Background: an optimization exercise with open tools, aiming at small area, a short achievable clock period and few clock cycles. Do not read the settings as production practice.
In this exercise RTL edits were held to simulation tests only and were not proved equivalent to the original.
The flow treats the clock pin as an ideal source, which a real chip does not have.
Power figures rest on the tool's default switching activity, not on a simulated workload.

$ cat flow/flow/run.sh
#!/bin/bash
set -euo pipefail
PB="BUFFER_PORTS_ARGS=-buffer_cell sky130_fd_sc_hd__buf_2"
bash standard.sh "ADDER_MAP_FILE=" "$PB" cts > make_cts.log 2>&1
export ORFS_RESULTS="$PWD/orfs/results/${FLOW_PLATFORM}/viterbi_decoder/base"
openroad -no_init -exit flow/resize_step.tcl > resize.log 2>&1
bash standard.sh "ADDER_MAP_FILE=" "$PB" finish > make_finish.log 2>&1
$ cat flow/flow/resize.tcl
proc obj {} {
  estimate_parasitics -placement
  set a 0.0
  foreach inst [[ord::get_db_block] getInsts] {
    set m [$inst getMaster]
    if {[$m getType] eq "CORE"} { set a [expr {$a + [$m getWidth] * [$m getHeight]}] }
  }
  set a [expr {$a / 1e6}]
  set ws [sta::worst_slack_cmd max]
  set ws [expr {[sta::time_sta_ui $ws]}]
  return [list [expr {$a * ($::period - $ws)}] $a $ws]
}
set ::period $::env(FLOW_PERIOD_NS)
set ::dont_use {}
if {[info exists ::env(DONT_USE_CELLS)]} { set ::dont_use $::env(DONT_USE_CELLS) }
set lib_cells {}
proc family {name} {
  if {[regexp {^(sky130_fd_sc_hd__[a-z0-9]+)_([0-9]+)$} $name -> base n]} { return $base }
  return ""
}
set cands {}
set orig_master [dict create]
foreach inst [[ord::get_db_block] getInsts] {
  set m [$inst getMaster]
  set n [$m getName]
  if {[$m getType] ne "CORE"} { continue }
  if {[regexp {df|clkbuf|clkinv|conb|tap|fill|decap|dly} $n]} { continue }
  set f [family $n]
  if {$f eq ""} { continue }
  set alts {}
  foreach lc [get_lib_cells ${f}_*] {
    set ln [get_name $lc]
    if {[family $ln] ne $f || $ln eq $n} { continue }
    if {[regexp {lpflow|probe} $ln] || [lsearch $::dont_use $ln] >= 0} { continue }
    lappend alts $ln
  }
  if {[llength $alts]} { lappend cands [list [$inst getName] $alts]; dict set orig_master [$inst getName] $n }
}
set best [obj]
puts "resize: start obj [lindex $best 0] area [lindex $best 1] slack [lindex $best 2], [llength $cands] candidates"
for {set pass 0} {$pass < 4} {incr pass} {
  set changed 0
  foreach c $cands {
    set iname [lindex $c 0]
    set inst [[ord::get_db_block] findInst $iname]
    set cur [[$inst getMaster] getName]
    set keep $cur
    foreach alt [concat [lindex $c 1] $cur] {
      if {$alt eq $cur} { continue }
      replace_cell [get_cells $iname] [get_lib_cells $alt]
      set o [obj]
      if {[lindex $o 0] < [lindex $best 0] - 1e-6 && [lindex $o 2] >= 0} {
        set best $o; set keep $alt
      }
      replace_cell [get_cells $iname] [get_lib_cells $keep]
    }
    if {$keep ne $cur} { incr changed; set c [list $iname [lindex $c 1]] }
  }
  puts "resize: pass $pass changed $changed obj [lindex $best 0] area [lindex $best 1] slack [lindex $best 2]"
  if {$changed == 0} break
}
foreach c $cands {
  set iname [lindex $c 0]
  set now [[[[ord::get_db_block] findInst $iname] getMaster] getName]
  if {$now ne [dict get $orig_master $iname]} { puts "resize: $iname [dict get $orig_master $iname] -> $now" }
}
$ cat flow/flow/resize_step.tcl
# Runs between ORFS's cts and grt steps: reads the post-CTS database, sizes
# the logic gates with flow/resize.tcl, legalises the placement and writes the
# database back for the rest of the standard flow.
set res $::env(ORFS_RESULTS)
read_db $res/4_cts.odb
read_liberty $::env(FLOW_HOME)/platforms/sky130hd/lib/sky130_fd_sc_hd__tt_025C_1v80.lib
read_sdc $res/4_cts.sdc
source $::env(FLOW_HOME)/platforms/sky130hd/setRC.tcl
estimate_parasitics -placement
source [file join [file dirname [info script]] resize.tcl]
detailed_placement
check_placement -verbose
estimate_parasitics -placement
puts "resize: after legalisation area/slack [obj]"
# a second round on the legalised placement
source [file join [file dirname [info script]] resize.tcl]
detailed_placement
check_placement -verbose
puts "resize: after second legalisation area/slack [obj]"
write_db $res/4_cts.odb
$ cat flow/standard.sh
#!/bin/bash
# synth_recipe.tcl (not shown) runs the flow's synth.tcl, then flattens the netlist and writes it again
# the make line also repeats each setting of config.mk as NAME=value (left out here)
make -C /OpenROAD-flow-scripts/flow DESIGN_CONFIG=/design/flow/config.mk WORK_HOME=/design/flow/orfs CLKGATE_MAP_FILE= SYNTH_SCRIPT=/design/flow/synth_recipe.tcl "${@:-finish}"
$ cat flow/config.mk
export PLATFORM = sky130hd
export DESIGN_NAME = viterbi_decoder
export DESIGN_NICKNAME = viterbi_decoder
export VERILOG_FILES = /design/flow/design.v
export SDC_FILE = /design/flow/constraint.sdc
export NUM_CORES = 4
export LEC_CHECK = 0
export ABC_AREA = 1
export CAP_MARGIN = 20
export CORE_AREA = 2 2 68 68
export CTS_BUF_LIST = sky130_fd_sc_hd__clkbuf_2
export DIE_AREA = 0 0 70 70
export SLEW_MARGIN = 20
$ cat flow/constraint.sdc
create_clock -name core_clock -period 5.0 [get_ports {sys_clk}]
set_input_delay 1.0000 -clock core_clock [delete_from_list [all_inputs] [get_ports {sys_clk}]]
set_output_delay 1.0000 -clock core_clock [all_outputs]
set_load 0.01 [all_outputs]
$ cat flow/design.v
`timescale 1ns / 1ps
module vit_comb(i_data, dec);
input [15:0] i_data;
output [5:0] dec;
  wire new_n23, new_n24, new_n25, new_n26, new_n27, new_n28, new_n29,
    new_n30, new_n31, new_n32, new_n33, new_n34, new_n35, new_n36, new_n37,
    new_n38, new_n39, new_n40, new_n41, new_n42, new_n43, new_n44, new_n45,
    new_n46, new_n47, new_n48, new_n49, new_n50, new_n51, new_n52, new_n53,
    new_n54, new_n55, new_n56, new_n57, new_n58, new_n59, new_n60, new_n61,
    new_n62, new_n63, new_n64, new_n65, new_n66, new_n67, new_n68, new_n69,
    new_n70, new_n71, new_n72, new_n73, new_n74, new_n75, new_n76, new_n77,
    new_n78, new_n79, new_n80, new_n81, new_n82, new_n83, new_n84, new_n85,
    new_n86, new_n87, new_n88, new_n89, new_n90, new_n91, new_n92, new_n93,
    new_n94, new_n95, new_n96, new_n97, new_n98, new_n99, new_n100,
    new_n101, new_n102, new_n103, new_n104, new_n105, new_n106, new_n107,
    new_n108, new_n109, new_n110, new_n111, new_n112, new_n113, new_n114,
    new_n115, new_n116, new_n117, new_n118, new_n119, new_n120, new_n121,
    new_n123, new_n124, new_n125, new_n126, new_n127, new_n128, new_n129,
    new_n130, new_n131, new_n132, new_n133, new_n134, new_n135, new_n136,
    new_n137, new_n139, new_n140, new_n141, new_n142, new_n143, new_n144,
    new_n145, new_n146, new_n147, new_n148, new_n149, new_n150, new_n152,
    new_n153, new_n154, new_n155, new_n156, new_n157, new_n158, new_n159,
    new_n160, new_n161, new_n162, new_n163, new_n164, new_n165, new_n166,
    new_n168, new_n169, new_n170, new_n171, new_n172, new_n173, new_n174,
    new_n175, new_n176, new_n178, new_n179, new_n180, new_n181, new_n182,
    new_n183, new_n184, new_n185, new_n186;
  assign new_n23 = ~i_data[0] & ~i_data[1];
  assign new_n24 = ~i_data[6] & ~i_data[7];
  assign new_n25 = i_data[6] & i_data[7];
  assign new_n26 = ~new_n24 & ~new_n25;
  assign new_n27 = ~i_data[12] & ~i_data[14];
  assign new_n28 = i_data[12] & i_data[14];
  assign new_n29 = ~new_n27 & ~new_n28;
  assign new_n30 = i_data[15] & new_n29;
  assign new_n31 = ~i_data[15] & ~new_n29;
  assign new_n32 = ~new_n30 & ~new_n31;
  assign new_n33 = ~i_data[10] & ~i_data[11];
  assign new_n34 = i_data[10] & i_data[11];
  assign new_n35 = ~new_n33 & ~new_n34;
  assign new_n36 = new_n32 & new_n35;
  assign new_n37 = ~new_n32 & ~new_n35;
  assign new_n38 = ~new_n36 & ~new_n37;
  assign new_n39 = ~i_data[12] & ~i_data[13];
  assign new_n40 = i_data[12] & i_data[13];
  assign new_n41 = ~new_n39 & ~new_n40;
  assign new_n42 = i_data[10] & ~new_n41;
  assign new_n43 = ~i_data[10] & new_n41;
  assign new_n44 = ~new_n42 & ~new_n43;
  assign new_n45 = ~i_data[8] & ~i_data[9];
  assign new_n46 = i_data[8] & i_data[9];
  assign new_n47 = ~new_n45 & ~new_n46;
  assign new_n48 = new_n44 & ~new_n47;
  assign new_n49 = ~new_n44 & new_n47;
  assign new_n50 = ~new_n48 & ~new_n49;
  assign new_n51 = ~new_n38 & ~new_n50;
  assign new_n52 = new_n26 & ~new_n51;
  assign new_n53 = i_data[9] & ~i_data[11];
  assign new_n54 = ~i_data[9] & i_data[11];
  assign new_n55 = ~new_n53 & ~new_n54;
  assign new_n56 = new_n41 & new_n55;
  assign new_n57 = ~new_n41 & ~new_n55;
  assign new_n58 = ~new_n56 & ~new_n57;
  assign new_n59 = new_n51 & ~new_n58;
  assign new_n60 = ~new_n52 & ~new_n59;
  assign new_n61 = i_data[4] & ~new_n60;
  assign new_n62 = ~i_data[4] & new_n60;
  assign new_n63 = ~new_n61 & ~new_n62;
  assign new_n64 = new_n26 & new_n58;
  assign new_n65 = ~new_n26 & ~new_n58;
  assign new_n66 = ~new_n64 & ~new_n65;
  assign new_n67 = ~new_n38 & ~new_n66;
  assign new_n68 = ~new_n63 & new_n67;
  assign new_n69 = ~new_n38 & new_n44;
  assign new_n70 = new_n38 & ~new_n47;
  assign new_n71 = ~new_n69 & ~new_n70;
  assign new_n72 = i_data[5] & ~i_data[7];
  assign new_n73 = ~i_data[5] & i_data[7];
  assign new_n74 = ~new_n72 & ~new_n73;
  assign new_n75 = new_n71 & new_n74;
  assign new_n76 = ~new_n71 & ~new_n74;
  assign new_n77 = ~new_n75 & ~new_n76;
  assign new_n78 = ~new_n63 & new_n77;
  assign new_n79 = ~new_n68 & ~new_n78;
  assign new_n80 = ~new_n23 & new_n79;
  assign new_n81 = new_n51 & new_n66;
  assign new_n82 = ~i_data[0] & ~new_n81;
  assign new_n83 = ~i_data[2] & i_data[3];
  assign new_n84 = i_data[2] & ~i_data[3];
  assign new_n85 = ~new_n83 & ~new_n84;
  assign new_n86 = ~new_n81 & ~new_n85;
  assign new_n87 = ~i_data[4] & ~i_data[5];
  assign new_n88 = i_data[4] & i_data[5];
  assign new_n89 = ~new_n87 & ~new_n88;
  assign new_n90 = i_data[3] & ~new_n89;
  assign new_n91 = ~i_data[3] & new_n89;
  assign new_n92 = ~new_n90 & ~new_n91;
  assign new_n93 = ~new_n86 & new_n92;
  assign new_n94 = ~new_n82 & ~new_n93;
  assign new_n95 = ~new_n80 & ~new_n94;
  assign new_n96 = ~new_n81 & ~new_n89;
  assign new_n97 = i_data[6] & ~new_n71;
  assign new_n98 = ~i_data[6] & new_n71;
  assign new_n99 = ~new_n67 & ~new_n98;
  assign new_n100 = ~new_n97 & new_n99;
  assign new_n101 = ~new_n96 & ~new_n100;
  assign new_n102 = ~new_n67 & new_n101;
  assign new_n103 = ~new_n77 & new_n81;
  assign new_n104 = ~new_n89 & ~new_n100;
  assign new_n105 = ~new_n81 & new_n89;
  assign new_n106 = ~new_n104 & ~new_n105;
  assign new_n107 = ~new_n103 & new_n106;
  assign new_n108 = new_n85 & ~new_n107;
  assign new_n109 = ~i_data[3] & new_n106;
  assign new_n110 = ~new_n108 & ~new_n109;
  assign new_n111 = ~new_n102 & ~new_n110;
  assign new_n112 = ~i_data[2] & new_n103;
  assign new_n113 = ~i_data[3] & ~new_n112;
  assign new_n114 = new_n102 & ~new_n113;
  assign new_n115 = new_n79 & ~new_n114;
  assign new_n116 = ~new_n111 & new_n115;
  assign new_n117 = ~new_n23 & new_n63;
  assign new_n118 = new_n103 & new_n117;
  assign new_n119 = i_data[0] & i_data[1];
  assign new_n120 = ~new_n118 & ~new_n119;
  assign new_n121 = ~new_n116 & new_n120;
  assign dec[0] = ~new_n95 & ~new_n121;
  assign new_n123 = new_n77 & new_n106;
  assign new_n124 = i_data[2] & i_data[3];
  assign new_n125 = ~new_n123 & new_n124;
  assign new_n126 = new_n63 & new_n67;
  assign new_n127 = new_n101 & ~new_n126;
  assign new_n128 = ~new_n108 & new_n127;
  assign new_n129 = ~new_n125 & ~new_n128;
  assign new_n130 = ~dec[0] & ~new_n129;
  assign new_n131 = new_n83 & ~new_n106;
  assign new_n132 = ~new_n77 & new_n106;
  assign new_n133 = new_n84 & ~new_n132;
  assign new_n134 = ~new_n68 & new_n101;
  assign new_n135 = ~new_n133 & ~new_n134;
  assign new_n136 = ~new_n131 & ~new_n135;
  assign new_n137 = dec[0] & new_n136;
  assign dec[1] = new_n130 | new_n137;
  assign new_n139 = ~new_n105 & dec[1];
  assign new_n140 = ~new_n96 & ~new_n104;
  assign new_n141 = ~dec[1] & new_n140;
  assign new_n142 = ~new_n139 & ~new_n141;
  assign new_n143 = ~i_data[4] & ~dec[0];
  assign new_n144 = i_data[4] & dec[0];
  assign new_n145 = ~new_n143 & ~new_n144;
  assign new_n146 = new_n142 & ~new_n145;
  assign new_n147 = new_n52 & ~new_n102;
  assign new_n148 = ~new_n106 & new_n147;
  assign new_n149 = ~new_n59 & ~new_n148;
  assign new_n150 = ~new_n142 & new_n149;
  assign dec[2] = ~new_n146 & ~new_n150;
  assign new_n152 = i_data[6] & ~dec[1];
  assign new_n153 = i_data[7] & ~dec[2];
  assign new_n154 = ~i_data[7] & dec[2];
  assign new_n155 = ~new_n153 & ~new_n154;
  assign new_n156 = dec[1] & new_n155;
  assign new_n157 = ~new_n152 & ~new_n156;
  assign new_n158 = ~i_data[6] & ~new_n81;
  assign new_n159 = ~new_n47 & ~new_n67;
  assign new_n160 = ~new_n69 & ~new_n159;
  assign new_n161 = ~new_n158 & ~new_n160;
  assign new_n162 = ~new_n157 & ~new_n161;
  assign new_n163 = ~i_data[6] & new_n160;
  assign new_n164 = ~new_n152 & ~new_n163;
  assign new_n165 = ~new_n81 & ~new_n164;
  assign new_n166 = ~new_n155 & new_n165;
  assign dec[3] = new_n162 | new_n166;
  assign new_n168 = ~new_n47 & dec[3];
  assign new_n169 = new_n47 & ~dec[3];
  assign new_n170 = ~new_n168 & ~new_n169;
  assign new_n171 = ~new_n51 & new_n170;
  assign new_n172 = ~new_n36 & ~new_n171;
  assign new_n173 = i_data[8] & ~dec[2];
  assign new_n174 = ~i_data[8] & dec[2];
  assign new_n175 = ~new_n173 & ~new_n174;
  assign new_n176 = new_n170 & new_n175;
  assign dec[4] = ~new_n172 & ~new_n176;
  assign new_n178 = ~new_n35 & ~dec[4];
  assign new_n179 = new_n35 & dec[4];
  assign new_n180 = ~new_n178 & ~new_n179;
  assign new_n181 = ~i_data[10] & dec[3];
  assign new_n182 = i_data[10] & ~dec[3];
  assign new_n183 = ~new_n181 & ~new_n182;
  assign new_n184 = ~new_n180 & ~new_n183;
  assign new_n185 = new_n38 & new_n41;
  assign new_n186 = new_n180 & new_n185;
  assign dec[5] = new_n184 | new_n186;
endmodule
module viterbi_decoder(sys_clk,rst,en,i_data,o_data,o_done);
input sys_clk,rst,en;
input [15:0] i_data;
output [7:0] o_data;
output o_done;
reg done;
reg [5:0] q;
wire [5:0] dec;
vit_comb U0 (.i_data(i_data), .dec(dec));
always @(posedge sys_clk or negedge rst)
    if (rst == 0) done <= 1'b0;
    else if (en) done <= 1'b1;
always @(posedge sys_clk)
    if (!done) q <= dec;
assign o_done = done;
assign o_data = {q, 2'b00};
endmodule
==> results of run 1 <==
-- synth_stat cells (all sizes together), types with 2 or more instances --
library cell and count:
xor2 6, nand3 34, edfxtp 6, nor2 9, buf 2, xnor2 4
o21ai 7, nand2 64, a21oi 2, inv 27
-- flip-flops by register name, indices dropped and copies added (netlist names) --
name,count
done,1
q,6
-- cell families (layout without fill, tap and decap cells) --
family                 after synthesis  count (layout)  share of synthesized area [%]
AND/OR/NAND/NOR                    111             111                           54.0
buffers and inverters               30              57                           10.9
AO/OA/AOI/OAI                       13              13                           7.40
XOR/XNOR                            10              10                           8.66
flip-flops                           7               7                           18.7
other                                1               2                          0.341
-- final timing paths --
path | endpoint | slack, ns | cells past startpoint | startpoint
max | q[5] | 1.03 | 31 | i_data[11]
min | done | 0.50 | 1 | done
min in group asynchronous | done | 0.53 | 1 | rst
max in group asynchronous | done | 4.38 | 1 | rst
min reg2reg | done | 0.50 | 1 | done
max reg2reg | q[2] | 4.12 | 1 | done
-- worst max-delay path, delay by kind of cell --
kind | cells | cell delay (ns)
buffers and inverters | 2 | 0.26
xor gates and xnor gates | 1 | 0.30
and+or+nand+nor | 28 | 2.38
-- cells in the final DEF, fill, tap and decap left out --
master,Yosys,layout
nand3_2,5,2
a22oi_1,1,1
inv_2,3,2
nor2_1,7,8
o21ai_2,1,1
nand2_2,14,15
nand3_1,29,32
buf_1,0,22
o22ai_1,1,1
o21ai_1,2,1
nand2_1,43,49
conb_1,1,2
o21bai_1,1,1
dfrtp_1,1,1
clkinv_1,1,1
nand4_1,1,1
buf_2,0,3
or2_2,1,1
nand3b_1,1,1
o31ai_1,1,1
nand2b_1,1,1
xnor2_1,4,4
a21oi_1,1,2
nor2_2,1,1
o21ai_0,4,5
clkbuf_2,0,4
edfxtp_1,6,6
xor2_1,5,6
inv_1,24,25
-- area by class of cell --
| cell class | instances | area, um2 |
|---|---|---|
| inverters | 28 | 105 |
| multi-input cells | 136 | 693 |
| flip-flops and latches | 7 | 205 |
| fillers | 511 | 3080 |
| well taps | 52 | 65.1 |
| repair buffers | 25 | 97.6 |
| clock buffers | 4 | 20.0 |
-- report_power, final --
| group | leakage (nW) | internal (W) | switching [W] | total [W] |
|---|---|---|---|---|
| Sequential | 0.0630 | 0.0000704 | 0.0000000000000000000363 | 0.0000704 |
| Combinational | 0.547 | 0.0000731 | 0.000138 | 0.000211 |
| Clock | 0.0166 | 0.0000212 | 0.0000178 | 0.0000390 |
| Total | 0.627 | 0.000165 | 0.000156 | 0.000320 |
-- stage by stage --
stage               area (um2)  setup WS (ns)  instances  total power (W)
global placement          1280          0.967        248         0.000308
finish                    1190           1.03        252         0.000320
floorplan                 1100           1.46        173         0.000269
detailed placement        1280          0.892        248         0.000312
CTS                       1300           1.14        252         0.000353
global route              1190          0.511        252         0.000362
-- layer usage --
metal  share of wire (%)  up-vias  wire [um]
li1                    -      604          -
met1                  48      458       1110
met2                  48       22       1110
met3                 3.8        2         89
met4                0.47        0         11
met5                   0        -          0
==> impl_metrics.env, run 1 <==
export IMPL_vias_per_cell=4.31
export IMPL_fin_skew_ns=0.00244
export IMPL_synth_edf_count=6
export IMPL_drv_cap=0
export IMPL_synth_seq_cells=7
export IMPL_dp_hpwl_um=2080
export IMPL_slowest_stage="xor2_1"
export IMPL_route_detailed_drc=0
export IMPL_place_congestion=0.838
export IMPL_netlist_instances=172
export IMPL_yosysSeqAreaShare_pct=18.7
export IMPL_max_freq_mhz=252
export IMPL_use_met2_pct=17.1
export IMPL_routedWlPerCell_um=9.20
export IMPL_avgSynthCellArea_um2=6.39
export IMPL_finalSetupViolations=0
export IMPL_fin_crit_ns=3.97
export IMPL_rsz0062_at_grt="false"
export IMPL_slew_viol_final=0
export IMPL_diodes=0
export IMPL_cpPeakStageDelay_ns=0.30
export IMPL_fp_dieW_um=70
export IMPL_grt_overflow=0
export IMPL_pwr_density_cell_nw_per_um2=270
export IMPL_cp_max_fo=6
export IMPL_insertion_delay_ns=0.22
export IMPL_rows=24
export IMPL_cts_root_buf="clkbuf_2"
export IMPL_fin_crit_sh_pct=79.3
export IMPL_whs_ns=0.496
export IMPL_synth_cell_types=31
export IMPL_drive_gt1_share_pct=14.5
export IMPL_dr_first_iter_drc_count=46
export IMPL_port_buffer_count=25
export IMPL_crit_arrival_ns=3.95
export IMPL_grt_max_degree=7
export IMPL_ioPinCount=28
export IMPL_clkSlewWorstSetupHoldPaths_ns=0.06
export IMPL_routed_wirelength_um=2320
export IMPL_clockBufferDepth=2
export IMPL_outcome="finished clean"
export IMPL_cp_required_ns=4.98
export IMPL_cts_hold_buffers=0
export IMPL_startpoint_type="primary input"
export IMPL_grt_first_pass_wirelength_um=4130
export IMPL_yosys_area_top_type="edfxtp_1"
export IMPL_setup_total_negative_slack_ns=0
export IMPL_numClockSinks=7
export IMPL_crit_top_cell="nand2_2"
export IMPL_use_met3_pct=1.30
export IMPL_die_height_um=70
export IMPL_yosys_warnings=1
export IMPL_firstDrtPassIters=4
export IMPL_synth_top_cell_area_share_pct=16.4
export IMPL_syn_to_final_growth_pct=7.97
export IMPL_core_area_um2=4260
export IMPL_synthTopCellsByArea="edfxtp_1 16%, nand2_1 15%, nand3_1 13%, inv_1 8.2%, nand2_2 8.0%"
export IMPL_h_tree_depth=1
export IMPL_grt_busiest_layer="met2"
export IMPL_post_cts_setup_buffers=0
export IMPL_leakagePower_nw=0.627
export IMPL_ctsResizeCount=0
export IMPL_syn_area_um2=1100
export IMPL_hold_path_class="reg2reg"
export IMPL_start_util_pct=25.8
export IMPL_vias=1086
export IMPL_met1_usage_pct=13.1
export IMPL_dieArea_um2=4900
export IMPL_antenna_found_initial=0
export IMPL_synthArstFlopShare_pct=14.3
export IMPL_grt_usage_pct=10.1
export IMPL_synth_ff_type="edfxtp_1"
export IMPL_hold_viol=0
export IMPL_final_net_count=220
export IMPL_cts_buffers=3
export IMPL_peakVddDrop_v=0.0000453
export IMPL_path_class="in2reg"
export IMPL_cts_tree="built"
export IMPL_grt_pass1_vias=1000
export IMPL_detail_route_antenna_nets=0
export IMPL_end_kind="flop"
export IMPL_post_route_util_pct=27.8
Testbench counts, summed over its fixed seeds: cycles 3,200.
==> run 2, diff against run 1 <==
==> flow/design.v (replaced) <==
`timescale 1ns / 1ps
module vit_comb(i_data, dec);
input [15:0] i_data;
output [5:0] dec;
  wire new_n23, new_n24, new_n25, new_n26, new_n27, new_n28, new_n29,
    new_n30, new_n31, new_n32, new_n33, new_n34, new_n35, new_n36, new_n37,
    new_n38, new_n39, new_n40, new_n41, new_n42, new_n43, new_n44, new_n45,
    new_n46, new_n47, new_n48, new_n49, new_n50, new_n51, new_n52, new_n53,
    new_n54, new_n55, new_n56, new_n57, new_n58, new_n59, new_n60, new_n61,
    new_n62, new_n63, new_n64, new_n65, new_n66, new_n67, new_n68, new_n69,
    new_n70, new_n71, new_n72, new_n73, new_n74, new_n75, new_n76, new_n77,
    new_n78, new_n79, new_n80, new_n81, new_n82, new_n83, new_n84, new_n85,
    new_n86, new_n87, new_n88, new_n89, new_n90, new_n91, new_n92, new_n93,
    new_n94, new_n95, new_n96, new_n97, new_n98, new_n99, new_n100,
    new_n101, new_n102, new_n103, new_n104, new_n105, new_n106, new_n107,
    new_n108, new_n109, new_n110, new_n111, new_n112, new_n113, new_n114,
    new_n115, new_n116, new_n117, new_n118, new_n119, new_n120, new_n122,
    new_n123, new_n124, new_n125, new_n126, new_n127, new_n128, new_n129,
    new_n130, new_n131, new_n132, new_n133, new_n134, new_n135, new_n136,
    new_n137, new_n139, new_n140, new_n141, new_n142, new_n143, new_n144,
    new_n145, new_n146, new_n147, new_n148, new_n149, new_n150, new_n152,
    new_n153, new_n154, new_n155, new_n156, new_n157, new_n158, new_n159,
    new_n160, new_n161, new_n162, new_n163, new_n164, new_n165, new_n166,
    new_n168, new_n169, new_n170, new_n171, new_n172, new_n173, new_n174,
    new_n175, new_n176, new_n178, new_n179, new_n180, new_n181, new_n182,
    new_n183, new_n184, new_n185, new_n186;
  assign new_n23 = ~i_data[0] & ~i_data[1];
  assign new_n24 = ~i_data[6] & ~i_data[7];
  assign new_n25 = i_data[6] & i_data[7];
  assign new_n26 = ~new_n24 & ~new_n25;
  assign new_n27 = ~i_data[12] & ~i_data[14];
  assign new_n28 = i_data[12] & i_data[14];
  assign new_n29 = ~new_n27 & ~new_n28;
  assign new_n30 = i_data[15] & new_n29;
  assign new_n31 = ~i_data[15] & ~new_n29;
  assign new_n32 = ~new_n30 & ~new_n31;
  assign new_n33 = ~i_data[10] & ~i_data[11];
  assign new_n34 = i_data[10] & i_data[11];
  assign new_n35 = ~new_n33 & ~new_n34;
  assign new_n36 = new_n32 & new_n35;
  assign new_n37 = ~new_n32 & ~new_n35;
  assign new_n38 = ~new_n36 & ~new_n37;
  assign new_n39 = ~i_data[12] & ~i_data[13];
  assign new_n40 = i_data[12] & i_data[13];
  assign new_n41 = ~new_n39 & ~new_n40;
  assign new_n42 = i_data[10] & ~new_n41;
  assign new_n43 = ~i_data[10] & new_n41;
  assign new_n44 = ~new_n42 & ~new_n43;
  assign new_n45 = ~i_data[8] & ~i_data[9];
  assign new_n46 = i_data[8] & i_data[9];
  assign new_n47 = ~new_n45 & ~new_n46;
  assign new_n48 = new_n44 & ~new_n47;
  assign new_n49 = ~new_n44 & new_n47;
  assign new_n50 = ~new_n48 & ~new_n49;
  assign new_n51 = ~new_n38 & ~new_n50;
  assign new_n52 = new_n26 & ~new_n51;
  assign new_n53 = i_data[9] & ~new_n41;
  assign new_n54 = ~i_data[9] & new_n41;
  assign new_n55 = ~new_n53 & ~new_n54;
  assign new_n56 = i_data[11] & new_n55;
  assign new_n57 = ~i_data[11] & ~new_n55;
  assign new_n58 = ~new_n56 & ~new_n57;
  assign new_n59 = new_n51 & ~new_n58;
  assign new_n60 = ~new_n52 & ~new_n59;
  assign new_n61 = i_data[4] & ~new_n60;
  assign new_n62 = ~i_data[4] & new_n60;
  assign new_n63 = ~new_n61 & ~new_n62;
  assign new_n64 = new_n26 & new_n58;
  assign new_n65 = ~new_n26 & ~new_n58;
  assign new_n66 = ~new_n64 & ~new_n65;
  assign new_n67 = ~new_n38 & ~new_n66;
  assign new_n68 = ~new_n38 & new_n44;
  assign new_n69 = new_n38 & ~new_n47;
  assign new_n70 = ~new_n68 & ~new_n69;
  assign new_n71 = i_data[5] & ~new_n70;
  assign new_n72 = ~i_data[5] & new_n70;
  assign new_n73 = ~new_n71 & ~new_n72;
  assign new_n74 = i_data[7] & new_n73;
  assign new_n75 = ~i_data[7] & ~new_n73;
  assign new_n76 = ~new_n74 & ~new_n75;
  assign new_n77 = ~new_n67 & ~new_n76;
  assign new_n78 = ~new_n63 & ~new_n77;
  assign new_n79 = ~new_n23 & ~new_n78;
  assign new_n80 = new_n51 & new_n66;
  assign new_n81 = ~i_data[0] & ~new_n80;
  assign new_n82 = ~i_data[2] & i_data[3];
  assign new_n83 = i_data[2] & ~i_data[3];
  assign new_n84 = ~new_n82 & ~new_n83;
  assign new_n85 = ~new_n80 & ~new_n84;
  assign new_n86 = ~i_data[4] & ~i_data[5];
  assign new_n87 = i_data[4] & i_data[5];
  assign new_n88 = ~new_n86 & ~new_n87;
  assign new_n89 = i_data[3] & ~new_n88;
  assign new_n90 = ~i_data[3] & new_n88;
  assign new_n91 = ~new_n89 & ~new_n90;
  assign new_n92 = ~new_n85 & new_n91;
  assign new_n93 = ~new_n81 & ~new_n92;
  assign new_n94 = ~new_n79 & ~new_n93;
  assign new_n95 = ~new_n80 & ~new_n88;
  assign new_n96 = ~i_data[6] & new_n70;
  assign new_n97 = i_data[6] & ~new_n70;
  assign new_n98 = ~new_n67 & ~new_n97;
  assign new_n99 = ~new_n96 & new_n98;
  assign new_n100 = ~new_n95 & ~new_n99;
  assign new_n101 = ~new_n67 & new_n100;
  assign new_n102 = ~new_n76 & new_n80;
  assign new_n103 = ~new_n88 & ~new_n99;
  assign new_n104 = ~new_n80 & new_n88;
  assign new_n105 = ~new_n103 & ~new_n104;
  assign new_n106 = ~new_n102 & new_n105;
  assign new_n107 = new_n84 & ~new_n106;
  assign new_n108 = ~i_data[3] & new_n105;
  assign new_n109 = ~new_n107 & ~new_n108;
  assign new_n110 = ~new_n101 & ~new_n109;
  assign new_n111 = ~i_data[2] & new_n102;
  assign new_n112 = ~i_data[3] & ~new_n111;
  assign new_n113 = new_n101 & ~new_n112;
  assign new_n114 = ~new_n78 & ~new_n113;
  assign new_n115 = ~new_n110 & new_n114;
  assign new_n116 = i_data[0] & i_data[1];
  assign new_n117 = ~new_n23 & new_n63;
  assign new_n118 = new_n102 & new_n117;
  assign new_n119 = ~new_n116 & ~new_n118;
  assign new_n120 = ~new_n115 & new_n119;
  assign dec[0] = ~new_n94 & ~new_n120;
  assign new_n122 = new_n76 & new_n105;
  assign new_n123 = i_data[2] & i_data[3];
  assign new_n124 = ~new_n122 & new_n123;
  assign new_n125 = new_n63 & new_n67;
  assign new_n126 = new_n100 & ~new_n125;
  assign new_n127 = ~new_n107 & new_n126;
  assign new_n128 = ~new_n124 & ~new_n127;
  assign new_n129 = ~dec[0] & ~new_n128;
  assign new_n130 = new_n82 & ~new_n105;
  assign new_n131 = ~new_n76 & new_n105;
  assign new_n132 = new_n83 & ~new_n131;
  assign new_n133 = ~new_n63 & new_n67;
  assign new_n134 = new_n100 & ~new_n133;
  assign new_n135 = ~new_n132 & ~new_n134;
  assign new_n136 = ~new_n130 & ~new_n135;
  assign new_n137 = dec[0] & new_n136;
  assign dec[1] = new_n129 | new_n137;
  assign new_n139 = ~new_n95 & ~new_n103;
  assign new_n140 = ~dec[1] & ~new_n139;
  assign new_n141 = new_n104 & dec[1];
  assign new_n142 = ~new_n140 & ~new_n141;
  assign new_n143 = new_n52 & ~new_n101;
  assign new_n144 = ~new_n105 & new_n143;
  assign new_n145 = ~new_n59 & ~new_n144;
  assign new_n146 = new_n142 & ~new_n145;
  assign new_n147 = i_data[4] & ~dec[0];
  assign new_n148 = ~i_data[4] & dec[0];
  assign new_n149 = ~new_n147 & ~new_n148;
  assign new_n150 = ~new_n142 & ~new_n149;
  assign dec[2] = new_n146 | new_n150;
  assign new_n152 = i_data[6] & ~dec[1];
  assign new_n153 = i_data[7] & dec[2];
  assign new_n154 = ~i_data[7] & ~dec[2];
  assign new_n155 = ~new_n153 & ~new_n154;
  assign new_n156 = dec[1] & ~new_n155;
  assign new_n157 = ~new_n152 & ~new_n156;
  assign new_n158 = ~i_data[6] & ~new_n80;
  assign new_n159 = ~new_n47 & ~new_n67;
  assign new_n160 = ~new_n68 & ~new_n159;
  assign new_n161 = ~new_n158 & ~new_n160;
  assign new_n162 = ~new_n157 & ~new_n161;
  assign new_n163 = ~i_data[6] & new_n160;
  assign new_n164 = ~new_n152 & ~new_n163;
  assign new_n165 = ~new_n80 & ~new_n164;
  assign new_n166 = new_n155 & new_n165;
  assign dec[3] = new_n162 | new_n166;
  assign new_n168 = ~new_n47 & dec[3];
  assign new_n169 = new_n47 & ~dec[3];
  assign new_n170 = ~new_n168 & ~new_n169;
  assign new_n171 = ~new_n51 & new_n170;
  assign new_n172 = ~new_n36 & ~new_n171;
  assign new_n173 = ~i_data[8] & dec[2];
  assign new_n174 = i_data[8] & ~dec[2];
  assign new_n175 = ~new_n173 & ~new_n174;
  assign new_n176 = new_n170 & new_n175;
  assign dec[4] = ~new_n172 & ~new_n176;
  assign new_n178 = ~new_n35 & ~dec[4];
  assign new_n179 = new_n35 & dec[4];
  assign new_n180 = ~new_n178 & ~new_n179;
  assign new_n181 = new_n38 & new_n41;
  assign new_n182 = new_n180 & ~new_n181;
  assign new_n183 = i_data[10] & dec[3];
  assign new_n184 = ~i_data[10] & ~dec[3];
  assign new_n185 = ~new_n183 & ~new_n184;
  assign new_n186 = ~new_n180 & ~new_n185;
  assign dec[5] = ~new_n182 & ~new_n186;
endmodule
module viterbi_decoder(sys_clk,rst,en,i_data,o_data,o_done);
input sys_clk,rst,en;
input [15:0] i_data;
output [7:0] o_data;
output o_done;
reg done;
reg [5:0] q;
wire [5:0] dec;
vit_comb U0 (.i_data(i_data), .dec(dec));
always @(posedge sys_clk or negedge rst)
    if (rst == 0) done <= 1'b0;
    else if (en) done <= 1'b1;
always @(posedge sys_clk)
    if (!done) q <= dec;
assign o_done = done;
assign o_data = {q, 2'b00};
endmodule
==> impl_metrics.env, run 2 <==
export IMPL_cp_max_fo=7
export IMPL_synth_common_cells="49 x nand2_1, 26 x inv_1, 24 x nand3_1"
export IMPL_rows=24
export IMPL_path_class="in2reg"
export IMPL_synthTopCellsByArea="nand2_1 17%, edfxtp_1 17%, nand3_1 11%, inv_1 9.0%, nand2_2 8.7%"
export IMPL_clkSlewWorstSetupHoldPaths_ns=0.07
export IMPL_yosysSeqAreaShare_pct=18.9
export IMPL_grt_first_pass_wirelength_um=3870
export IMPL_yosys_area_top_type="nand2_1"
export IMPL_numClockSinks=7
export IMPL_yosysMostFrequentCell="nand2_1"
export IMPL_crit_top_cell="nand2_1"
export IMPL_fp_dieW_um=70
export IMPL_synth_top_family_by_area="simple AND/OR/NAND/NOR gates"
export IMPL_grt_overflow=0
export IMPL_post_cts_setup_buffers=0
export IMPL_nFillCells=518
export IMPL_clockBufferDepth=2
export IMPL_layout_commonest_cell="nand2_1"
export IMPL_slew_viol_final=0
export IMPL_vias_per_cell=4.40
export IMPL_grt_max_degree=8
export IMPL_peakVddDrop_v=0.0000515
export IMPL_slowest_stage="xor2_2"
export IMPL_r2r_slack_ns=4.11
export IMPL_synth_seq_cells=7
export IMPL_crit_arrival_ns=3.79
export IMPL_synth_edf_count=6
export IMPL_post_route_util_pct=28.1
export IMPL_fin_skew_ns=0.00689
export IMPL_dp_hpwl_um=2000
export IMPL_place_congestion=0.834
export IMPL_insertion_delay_ns=0.23
export IMPL_muxShareOfSynthArea_pct=0
export IMPL_pwr_density_cell_nw_per_um2=276
export IMPL_leakagePower_nw=0.637
export IMPL_core_area_um2=4260
export IMPL_start_util_pct=25.4
export IMPL_final_net_count=222
export IMPL_seqPwrFrac_pct=21.4
export IMPL_hold_viol=0
export IMPL_cpPeakStageDelay_ns=0.26
export IMPL_power_switching_w=0.000163
export IMPL_grt_pass1_vias=949
export IMPL_ioPinCount=28
export IMPL_outcome="finished clean"
export IMPL_drv_cap=0
export IMPL_intPower_w=0.000168
export IMPL_synth_compound_area_share_pct=7.74
export IMPL_die_height_um=70
export IMPL_combPwrFrac_pct=66.2
export IMPL_regArea_um2=205
export IMPL_cp_required_ns=4.98
export IMPL_antenna_found_initial=0
export IMPL_synth_ff_type="edfxtp_1"
export IMPL_netlist_instances=174
export IMPL_largest_register_ffs=6
export IMPL_finalSetupViolations=0
export IMPL_diodes=0
export IMPL_routed_wirelength_um=2300
export IMPL_synth_cell_types=27
export IMPL_grt_usage_pct=9.58
export IMPL_avgSynthCellArea_um2=6.23
export IMPL_dr_first_iter_drc_count=35
export IMPL_dieArea_um2=4900
export IMPL_switching_share_pct=49.3
export IMPL_max_flop_register="q"
export IMPL_p_clk_share_pct=12.4
export IMPL_synthArstFlopShare_pct=14.3
export IMPL_firstDrtPassIters=4
export IMPL_detail_route_antenna_nets=0
export IMPL_multi_input_area_um2=698
export IMPL_ctsResizeCount=0
export IMPL_drive_gt1_share_pct=16.8
export IMPL_syn_to_final_growth_pct=10.7
export IMPL_rsz0062_at_grt="false"
export IMPL_port_buffer_count=25
export IMPL_startpoint_type="primary input"
export IMPL_cts_root_buf="clkbuf_2"
export IMPL_reg_top3="q x6, done x1"
export IMPL_setup_total_negative_slack_ns=0
export IMPL_synth_top_cell_area_share_pct=17.0
export IMPL_h_tree_depth=1
export IMPL_synth_xor_area_share_pct=10.4
export IMPL_fin_crit_sh_pct=76.2
export IMPL_cts_tree="built"
export IMPL_cts_buffers=3
export IMPL_synthSimpleGateAreaFrac_pct=51.2
export IMPL_synthAdderAreaFrac_pct=0
export IMPL_yosys_warnings=1
export IMPL_route_detailed_drc=0
export IMPL_mostFrequentLayoutCells="57 x nand2_1, 29 x nand3_1, 20 x inv_1, 20 x buf_1, 10 x nand2_2"
export IMPL_hold_path_class="reg2reg"
export IMPL_max_freq_mhz=262
export IMPL_cts_hold_buffers=0
export IMPL_end_kind="flop"
export IMPL_routedWlPerCell_um=9.05
export IMPL_syn_area_um2=1080
export IMPL_fin_crit_ns=3.81
export IMPL_vias=1117
## run 2: power by group through the flow
stage	clock network, W	logic, W	registers (W)
finish	0.0000410	0.000219	0.0000707
detailed placement	0	0.000240	0.0000720
global placement	0	0.000239	0.0000720
floorplan	0	0.000197	0.0000720
CTS	0.0000430	0.000241	0.0000707
global route	0.0000464	0.000249	0.0000706
## run 2: final cells by class
cell class	count	share of cell area [%]
Clock buffer	4	1.67
Inverter	29	9.07
Multi-Input combinational cell	137	58.2
Sequential cell	7	17.1
Tap cell	52	5.42
Timing Repair Buffer	25	8.55
## run 2: worst paths after layout
path                                  from   end  cells after the start
worst min register to register        done  done                      1
min in group asynchronous              rst  done                      1
worst min-delay path                  done  done                      1
max in group asynchronous              rst  done                      1
worst max register to register        done  q[2]                      1
worst max-delay path            i_data[11]  q[5]                     31
## run 2: through the flow
step | worst slack [ns] | cells | power, W | hold slack (ns) | cell area (um2)
after floorplan | 1.48 | 175 | 0.000269 | 0.532 | 1090
after global placement | 1.03 | 250 | 0.000311 | 0.481 | 1260
after detailed placement | 0.977 | 250 | 0.000312 | 0.494 | 1260
after CTS | 1.22 | 254 | 0.000355 | 0.513 | 1280
after global routing | 0.778 | 254 | 0.000367 | 0.493 | 1200
final | 1.19 | 254 | 0.000331 | 0.506 | 1200
## run 2: logic make-up (layout without fill, tap and decap cells)
kind of cell,count (synthesis),count (layout)
DFF,7,7
xor gates and xnor gates,12,12
AOI/OAI and AO/OA,13,13
buffers and inverters,31,58
other,1,2
and+or+nand+nor,110,110
## run 2: critical path: cells and delay by family
family / cells / cell delay (ns)
simple gates: 29 / 2.39
xor+xnor: 1 / 0.26
buf+inv: 1 / 0.13
## run 2: layer usage
metal / track usage, % / vias up / part of all wire (%)
met4: 4.49 / 0 / 0.48
met3: 2.16 / 2 / 7.1
li1: - / 607 / -
met2: 15.1 / 31 / 45
met1: 12.3 / 477 / 47
met5: 0 / - / 0
Testbench counts of run 2, summed over its fixed seeds: cycles 3,200.
==> run 3, diff against run 2 <==
==> flow/design.v (replaced) <==
`timescale 1ns / 1ps
module vit_comb(i_data, dec);
input [15:0] i_data;
output [5:0] dec;
  wire new_n23, new_n24, new_n25, new_n26, new_n27, new_n28, new_n29,
    new_n30, new_n31, new_n32, new_n33, new_n34, new_n35, new_n36, new_n37,
    new_n38, new_n39, new_n40, new_n41, new_n42, new_n43, new_n44, new_n45,
    new_n46, new_n47, new_n48, new_n49, new_n50, new_n51, new_n52, new_n53,
    new_n54, new_n55, new_n56, new_n57, new_n58, new_n59, new_n60, new_n61,
    new_n62, new_n63, new_n64, new_n65, new_n66, new_n67, new_n68, new_n69,
    new_n70, new_n71, new_n72, new_n73, new_n74, new_n75, new_n76, new_n77,
    new_n78, new_n79, new_n80, new_n81, new_n82, new_n83, new_n84, new_n85,
    new_n86, new_n87, new_n88, new_n89, new_n90, new_n91, new_n92, new_n93,
    new_n94, new_n95, new_n96, new_n97, new_n98, new_n99, new_n100,
    new_n101, new_n102, new_n103, new_n104, new_n105, new_n106, new_n107,
    new_n108, new_n109, new_n110, new_n111, new_n112, new_n113, new_n114,
    new_n115, new_n116, new_n117, new_n118, new_n119, new_n120, new_n121,
    new_n123, new_n124, new_n125, new_n126, new_n127, new_n128, new_n129,
    new_n130, new_n131, new_n132, new_n133, new_n134, new_n135, new_n136,
    new_n137, new_n139, new_n140, new_n141, new_n142, new_n143, new_n144,
    new_n145, new_n146, new_n147, new_n148, new_n149, new_n150, new_n152,
    new_n153, new_n154, new_n155, new_n156, new_n157, new_n158, new_n159,
    new_n160, new_n161, new_n162, new_n163, new_n164, new_n165, new_n166,
    new_n168, new_n169, new_n170, new_n171, new_n172, new_n173, new_n174,
    new_n175, new_n176, new_n178, new_n179, new_n180, new_n181, new_n182,
    new_n183, new_n184, new_n185, new_n186;
  assign new_n23 = ~i_data[0] & ~i_data[1];
  assign new_n24 = ~i_data[14] & i_data[15];
  assign new_n25 = i_data[14] & ~i_data[15];
  assign new_n26 = ~new_n24 & ~new_n25;
  assign new_n27 = i_data[12] & ~new_n26;
  assign new_n28 = ~i_data[12] & new_n26;
  assign new_n29 = ~new_n27 & ~new_n28;
  assign new_n30 = i_data[10] & ~i_data[11];
  assign new_n31 = ~i_data[10] & i_data[11];
  assign new_n32 = ~new_n30 & ~new_n31;
  assign new_n33 = new_n29 & ~new_n32;
  assign new_n34 = ~new_n29 & new_n32;
  assign new_n35 = ~new_n33 & ~new_n34;
  assign new_n36 = i_data[8] & ~i_data[9];
  assign new_n37 = ~i_data[8] & i_data[9];
  assign new_n38 = ~new_n36 & ~new_n37;
  assign new_n39 = i_data[12] & ~i_data[13];
  assign new_n40 = ~i_data[12] & i_data[13];
  assign new_n41 = ~new_n39 & ~new_n40;
  assign new_n42 = ~i_data[10] & ~new_n41;
  assign new_n43 = i_data[10] & new_n41;
  assign new_n44 = ~new_n42 & ~new_n43;
  assign new_n45 = new_n38 & new_n44;
  assign new_n46 = ~new_n38 & ~new_n44;
  assign new_n47 = ~new_n45 & ~new_n46;
  assign new_n48 = ~new_n35 & ~new_n47;
  assign new_n49 = i_data[6] & ~i_data[7];
  assign new_n50 = ~i_data[6] & i_data[7];
  assign new_n51 = ~new_n49 & ~new_n50;
  assign new_n52 = ~new_n48 & ~new_n51;
  assign new_n53 = ~i_data[9] & ~i_data[11];
  assign new_n54 = i_data[9] & i_data[11];
  assign new_n55 = ~new_n53 & ~new_n54;
  assign new_n56 = new_n41 & new_n55;
  assign new_n57 = ~new_n41 & ~new_n55;
  assign new_n58 = ~new_n56 & ~new_n57;
  assign new_n59 = new_n48 & ~new_n58;
  assign new_n60 = ~new_n52 & ~new_n59;
  assign new_n61 = i_data[4] & ~new_n60;
  assign new_n62 = ~i_data[4] & new_n60;
  assign new_n63 = ~new_n61 & ~new_n62;
  assign new_n64 = new_n51 & new_n58;
  assign new_n65 = ~new_n51 & ~new_n58;
  assign new_n66 = ~new_n64 & ~new_n65;
  assign new_n67 = ~new_n35 & new_n66;
  assign new_n68 = ~new_n35 & new_n44;
  assign new_n69 = new_n35 & new_n38;
  assign new_n70 = ~new_n68 & ~new_n69;
  assign new_n71 = ~i_data[5] & i_data[7];
  assign new_n72 = i_data[5] & ~i_data[7];
  assign new_n73 = ~new_n71 & ~new_n72;
  assign new_n74 = new_n70 & new_n73;
  assign new_n75 = ~new_n70 & ~new_n73;
  assign new_n76 = ~new_n74 & ~new_n75;
  assign new_n77 = ~new_n67 & ~new_n76;
  assign new_n78 = ~new_n63 & ~new_n77;
  assign new_n79 = ~new_n23 & ~new_n78;
  assign new_n80 = new_n48 & ~new_n66;
  assign new_n81 = ~i_data[0] & ~new_n80;
  assign new_n82 = ~i_data[2] & i_data[3];
  assign new_n83 = i_data[2] & ~i_data[3];
  assign new_n84 = ~new_n82 & ~new_n83;
  assign new_n85 = ~new_n80 & ~new_n84;
  assign new_n86 = i_data[4] & ~i_data[5];
  assign new_n87 = ~i_data[4] & i_data[5];
  assign new_n88 = ~new_n86 & ~new_n87;
  assign new_n89 = i_data[3] & new_n88;
  assign new_n90 = ~i_data[3] & ~new_n88;
  assign new_n91 = ~new_n89 & ~new_n90;
  assign new_n92 = ~new_n85 & new_n91;
  assign new_n93 = ~new_n81 & ~new_n92;
  assign new_n94 = ~new_n79 & ~new_n93;
  assign new_n95 = i_data[6] & ~new_n70;
  assign new_n96 = ~i_data[6] & new_n70;
  assign new_n97 = ~new_n67 & ~new_n96;
  assign new_n98 = ~new_n95 & new_n97;
  assign new_n99 = new_n88 & ~new_n98;
  assign new_n100 = ~new_n80 & ~new_n88;
  assign new_n101 = ~new_n99 & ~new_n100;
  assign new_n102 = ~new_n76 & new_n80;
  assign new_n103 = new_n101 & ~new_n102;
  assign new_n104 = new_n84 & ~new_n103;
  assign new_n105 = ~new_n80 & new_n88;
  assign new_n106 = ~new_n98 & ~new_n105;
  assign new_n107 = ~new_n67 & new_n106;
  assign new_n108 = ~new_n78 & ~new_n107;
  assign new_n109 = ~i_data[3] & new_n101;
  assign new_n110 = new_n108 & ~new_n109;
  assign new_n111 = ~new_n104 & new_n110;
  assign new_n112 = ~i_data[2] & new_n102;
  assign new_n113 = ~i_data[3] & ~new_n78;
  assign new_n114 = ~new_n112 & new_n113;
  assign new_n115 = new_n107 & new_n114;
  assign new_n116 = i_data[0] & i_data[1];
  assign new_n117 = ~new_n23 & new_n63;
  assign new_n118 = new_n102 & new_n117;
  assign new_n119 = ~new_n116 & ~new_n118;
  assign new_n120 = ~new_n115 & new_n119;
  assign new_n121 = ~new_n111 & new_n120;
  assign dec[0] = ~new_n94 & ~new_n121;
  assign new_n123 = new_n82 & ~new_n101;
  assign new_n124 = ~new_n76 & new_n101;
  assign new_n125 = new_n83 & ~new_n124;
  assign new_n126 = new_n63 & new_n106;
  assign new_n127 = ~new_n107 & ~new_n126;
  assign new_n128 = ~new_n125 & new_n127;
  assign new_n129 = ~new_n123 & ~new_n128;
  assign new_n130 = dec[0] & new_n129;
  assign new_n131 = new_n106 & ~new_n108;
  assign new_n132 = ~new_n104 & new_n131;
  assign new_n133 = new_n76 & new_n101;
  assign new_n134 = i_data[2] & i_data[3];
  assign new_n135 = ~new_n133 & new_n134;
  assign new_n136 = ~new_n132 & ~new_n135;
  assign new_n137 = ~dec[0] & ~new_n136;
  assign dec[1] = new_n130 | new_n137;
  assign new_n139 = new_n52 & ~new_n101;
  assign new_n140 = ~new_n107 & new_n139;
  assign new_n141 = ~new_n59 & ~new_n140;
  assign new_n142 = ~new_n99 & ~new_n105;
  assign new_n143 = ~dec[1] & ~new_n142;
  assign new_n144 = new_n100 & dec[1];
  assign new_n145 = ~new_n143 & ~new_n144;
  assign new_n146 = ~new_n141 & new_n145;
  assign new_n147 = ~i_data[4] & dec[0];
  assign new_n148 = i_data[4] & ~dec[0];
  assign new_n149 = ~new_n147 & ~new_n148;
  assign new_n150 = ~new_n145 & ~new_n149;
  assign dec[2] = new_n146 | new_n150;
  assign new_n152 = i_data[6] & ~dec[1];
  assign new_n153 = ~i_data[7] & ~dec[2];
  assign new_n154 = i_data[7] & dec[2];
  assign new_n155 = ~new_n153 & ~new_n154;
  assign new_n156 = dec[1] & ~new_n155;
  assign new_n157 = ~new_n152 & ~new_n156;
  assign new_n158 = ~i_data[6] & ~new_n80;
  assign new_n159 = new_n38 & ~new_n67;
  assign new_n160 = ~new_n68 & ~new_n159;
  assign new_n161 = ~new_n158 & ~new_n160;
  assign new_n162 = ~new_n157 & ~new_n161;
  assign new_n163 = ~i_data[6] & new_n160;
  assign new_n164 = ~new_n152 & ~new_n163;
  assign new_n165 = ~new_n80 & ~new_n164;
  assign new_n166 = new_n155 & new_n165;
  assign dec[3] = new_n162 | new_n166;
  assign new_n168 = new_n38 & ~dec[3];
  assign new_n169 = ~new_n38 & dec[3];
  assign new_n170 = ~new_n168 & ~new_n169;
  assign new_n171 = ~new_n48 & ~new_n170;
  assign new_n172 = ~new_n33 & ~new_n171;
  assign new_n173 = i_data[8] & ~dec[2];
  assign new_n174 = ~i_data[8] & dec[2];
  assign new_n175 = ~new_n173 & ~new_n174;
  assign new_n176 = ~new_n170 & new_n175;
  assign dec[4] = ~new_n172 & ~new_n176;
  assign new_n178 = new_n32 & dec[4];
  assign new_n179 = ~new_n32 & ~dec[4];
  assign new_n180 = ~new_n178 & ~new_n179;
  assign new_n181 = new_n35 & ~new_n41;
  assign new_n182 = ~new_n180 & new_n181;
  assign new_n183 = ~i_data[10] & ~dec[3];
  assign new_n184 = i_data[10] & dec[3];
  assign new_n185 = ~new_n183 & ~new_n184;
  assign new_n186 = new_n180 & new_n185;
  assign dec[5] = new_n182 | new_n186;
endmodule
module viterbi_decoder(sys_clk,rst,en,i_data,o_data,o_done);
input sys_clk,rst,en;
input [15:0] i_data;
output [7:0] o_data;
output o_done;
reg done;
reg [5:0] q;
wire [5:0] dec;
vit_comb U0 (.i_data(i_data), .dec(dec));
always @(posedge sys_clk or negedge rst)
    if (rst == 0) done <= 1'b0;
    else if (en) done <= 1'b1;
always @(posedge sys_clk)
    if (!done) q <= dec;
assign o_done = done;
assign o_data = {q, 2'b00};
endmodule
==> impl_metrics.env, run 3 <==
export IMPL_synth_compound_area_share_pct=3.95
export IMPL_met2WireLength_um=1050
export IMPL_ioPinCount=28
export IMPL_fin_skew_ns=0.00301
export IMPL_outcome="finished clean"
export IMPL_crit_arrival_ns=3.70
export IMPL_max_freq_mhz=270
export IMPL_final_net_count=244
export IMPL_synth_ff_type="edfxtp_1"
export IMPL_netlist_instances=196
export IMPL_vias_per_cell=4.45
export IMPL_yosys_warnings=1
export IMPL_syn_area_um2=1140
export IMPL_synth_xor_area_share_pct=6.04
export IMPL_switching_share_pct=47.8
export IMPL_synth_cell_types=22
export IMPL_vias=1229
export IMPL_slew_viol_final=0
export IMPL_pwr_density_cell_nw_per_um2=240
export IMPL_drv_cap=0
export IMPL_nFillCells=520
export IMPL_mostFrequentLayoutCells="74 x nand2_1, 39 x nand3_1, 22 x inv_1"
export IMPL_max_flop_register="q"
export IMPL_grt_first_pass_wirelength_um=4410
export IMPL_cts_tree="built"
export IMPL_intPower_w=0.000158
export IMPL_leakagePower_nw=0.708
export IMPL_syn_to_final_growth_pct=10.6
export IMPL_hold_path_class="in2async"
export IMPL_core_area_um2=4260
export IMPL_cp_required_ns=5.00
export IMPL_synth_top_family_by_area="simple AND/OR/NAND/NOR gates"
export IMPL_port_buffer_count=25
export IMPL_grt_pass1_vias=1104
export IMPL_seqPwrFrac_pct=23.0
export IMPL_detail_route_antenna_nets=0
export IMPL_setup_total_negative_slack_ns=0
export IMPL_wl_met3_um=101
export IMPL_dp_hpwl_um=2130
export IMPL_p_clk_share_pct=13.6
export IMPL_h_tree_depth=1
export IMPL_grt_max_degree=8
export IMPL_firstDrtPassIters=4
export IMPL_multi_input_area_um2=751
export IMPL_ctsResizeCount=0
export IMPL_place_congestion=0.891
export IMPL_yosysSeqAreaShare_pct=18.0
export IMPL_yosys_area_top_type="nand2_1"
export IMPL_cts_hold_buffers=0
export IMPL_post_cts_setup_buffers=0
export IMPL_clkSlewWorstSetupHoldPaths_ns=0.07
export IMPL_clockBufferDepth=2
export IMPL_reg2reg_depth=1
export IMPL_synth_common_cells="63 x nand2_1, 34 x nand3_1, 25 x inv_1"
export IMPL_combPwrFrac_pct=63.4
export IMPL_slowest_stage="nand3_1"
export IMPL_rows=24
export IMPL_dieArea_um2=4900
export IMPL_synthSimpleGateAreaFrac_pct=59.8
export IMPL_finalSetupViolations=0
export IMPL_antenna_found_initial=0
export IMPL_fp_dieW_um=70
export IMPL_regArea_um2=205
export IMPL_cts_root_buf="clkbuf_2"
export IMPL_grt_overflow=0
export IMPL_peakVddDrop_v=0.0000459
export IMPL_start_util_pct=26.7
export IMPL_synth_top_cell_area_share_pct=20.7
export IMPL_fin_crit_sh_pct=74.1
export IMPL_numClockSinks=7
export IMPL_path_class="in2reg"
export IMPL_route_detailed_drc=0
export IMPL_synthTopCellsByArea="nand2_1 21%, edfxtp_1 16%, nand3_1 15%, nand2_2 12%, inv_1 8.2%"
export IMPL_synthArstFlopShare_pct=14.3
export IMPL_post_route_util_pct=29.6
export IMPL_whs_ns=0.516
export IMPL_avgSynthCellArea_um2=5.82
export IMPL_grt_usage_pct=10.6
export IMPL_power_switching_w=0.000144
export IMPL_yosysMostFrequentCell="nand2_1"
export IMPL_muxShareOfSynthArea_pct=0
export IMPL_cpPeakStageDelay_ns=0.14
export IMPL_top_layer="met4"
export IMPL_fin_crit_ns=3.71
export IMPL_synth_seq_cells=7
export IMPL_layout_commonest_cell="nand2_1"
export IMPL_m1WireLength_um=1170
export IMPL_startpoint_type="primary input"
export IMPL_end_kind="flop"
export IMPL_die_height_um=70
export IMPL_cts_buffers=3
export IMPL_synth_edf_count=6
export IMPL_drive_gt1_share_pct=15.2
export IMPL_crit_top_cell="nand2_1"
export IMPL_diodes=0
export IMPL_routed_wirelength_um=2360
export IMPL_rsz0062_at_grt="false"
export IMPL_synthAdderAreaFrac_pct=0
export IMPL_insertion_delay_ns=0.23
export IMPL_cp_max_fo=4
export IMPL_largest_register_ffs=6
export IMPL_hold_viol=0
export IMPL_reg_top3="q x6, done x1"
export IMPL_routedWlPerCell_um=8.55
export IMPL_dr_first_iter_drc_count=43
[run 3: kinds of logic after synthesis]
group / after synthesis
other: 1
buffers and inverters: 34
DFF: 7
AOI/OAI and AO/OA: 7
and+or+nand+nor: 140
xor gates and xnor gates: 7
[run 3: cell type report]
class | count | share of cell area, %
Tap cell | 52 | 5.16
Multi-Input combinational cell | 156 | 59.5
Timing Repair Buffer | 25 | 7.94
Clock buffer | 4 | 1.59
Inverter | 32 | 9.52
Sequential cell | 7 | 16.3
[run 3: path summary, 6_finish.rpt]
check	from	to	slack [ns]
hold / removal	rst	done	0.52
hold reg to reg	done	done	0.52
max in group asynchronous	rst	done	4.39
min in group core_clock	done	done	0.52
setup reg to reg	done	q[1]	4.11
setup / recovery	i_data[12]	q[5]	1.29
[run 3: per-stage QoR]
step                instance area (um2)  total power, W  cells  setup WS (ns)
floorplan                          1140        0.000243    197           1.60
global placement                   1320        0.000280    272           1.14
detailed placement                 1320        0.000281    272           1.11
CTS                                1340        0.000324    276           1.37
global route                       1260        0.000338    276          0.809
finish                             1260        0.000302    276           1.29
[run 3: routing by layer]
metal	vias to the layer above	global-route usage, %
li1	676	-
met1	519	14.3
met2	28	17.4
met3	6	1.01
met4	0	4.27
met5	-	0
[run 3: critical path: cells and delay by family]
kind,cells,cell delay (ns)
buffers and inverters,3,0.27
AND/OR/NAND/NOR,30,2.42
[run 3: power groups by stage]
| stage | sequential [W] | combinational (W) | clock [W] |
|---|---|---|---|
| 2_1_floorplan | 0.0000708 | 0.000172 | 0 |
| 3_3_place_gp | 0.0000707 | 0.000209 | 0 |
| 3_5_place_dp | 0.0000707 | 0.000211 | 0 |
| 4_1_cts | 0.0000695 | 0.000211 | 0.0000435 |
| 5_1_grt | 0.0000694 | 0.000224 | 0.0000447 |
| 6_report | 0.0000695 | 0.000191 | 0.0000412 |
Testbench counts of run 3, summed over its fixed seeds: cycles 3,200.

[port drivers added, routing unchanged]
How much do the figures lean on ideal ports? The routed layouts below were timed once more, with nothing changed but the port constraints.
Step 1 (the two cells are an assumption about what drives the block):
set clk [get_ports {sys_clk}]
set_driving_cell -lib_cell sky130_fd_sc_hd__clkbuf_16 $clk
set_driving_cell -lib_cell sky130_fd_sc_hd__buf_2 [delete_from_list [all_inputs] $clk]
Step 2 times the ports against the registers' clock, not the clock port: input delays grow and output delays shrink by t, the midpoint of the rising clock arrivals with the driver on.
Slacks: no drivers / after step 1 / after step 2; pairs: no drivers / after step 1.
| run | t (ns) | setup slack, ns | worst setup path after step 2 | worst data-port slew with drivers (ns) | pins driven straight from the clock port |
|---|---|---|---|---|---|
| run 1 | 0.236 | 1.033 / 1.030 / 0.794 | input to register | 0.03 | 1 |
| run 2 | 0.240 | 1.188 / 1.183 / 0.942 | input to register | 0.03 | 1 |
| run 3 | 0.247 | 1.293 / 1.292 / 1.045 | input to register | 0.03 | 1 |
After both steps setup and hold are still met in every run listed. For run 3, which loses most, drivers alone change the setup slack by -0.001 ns; drivers and shift together by -0.248 ns.
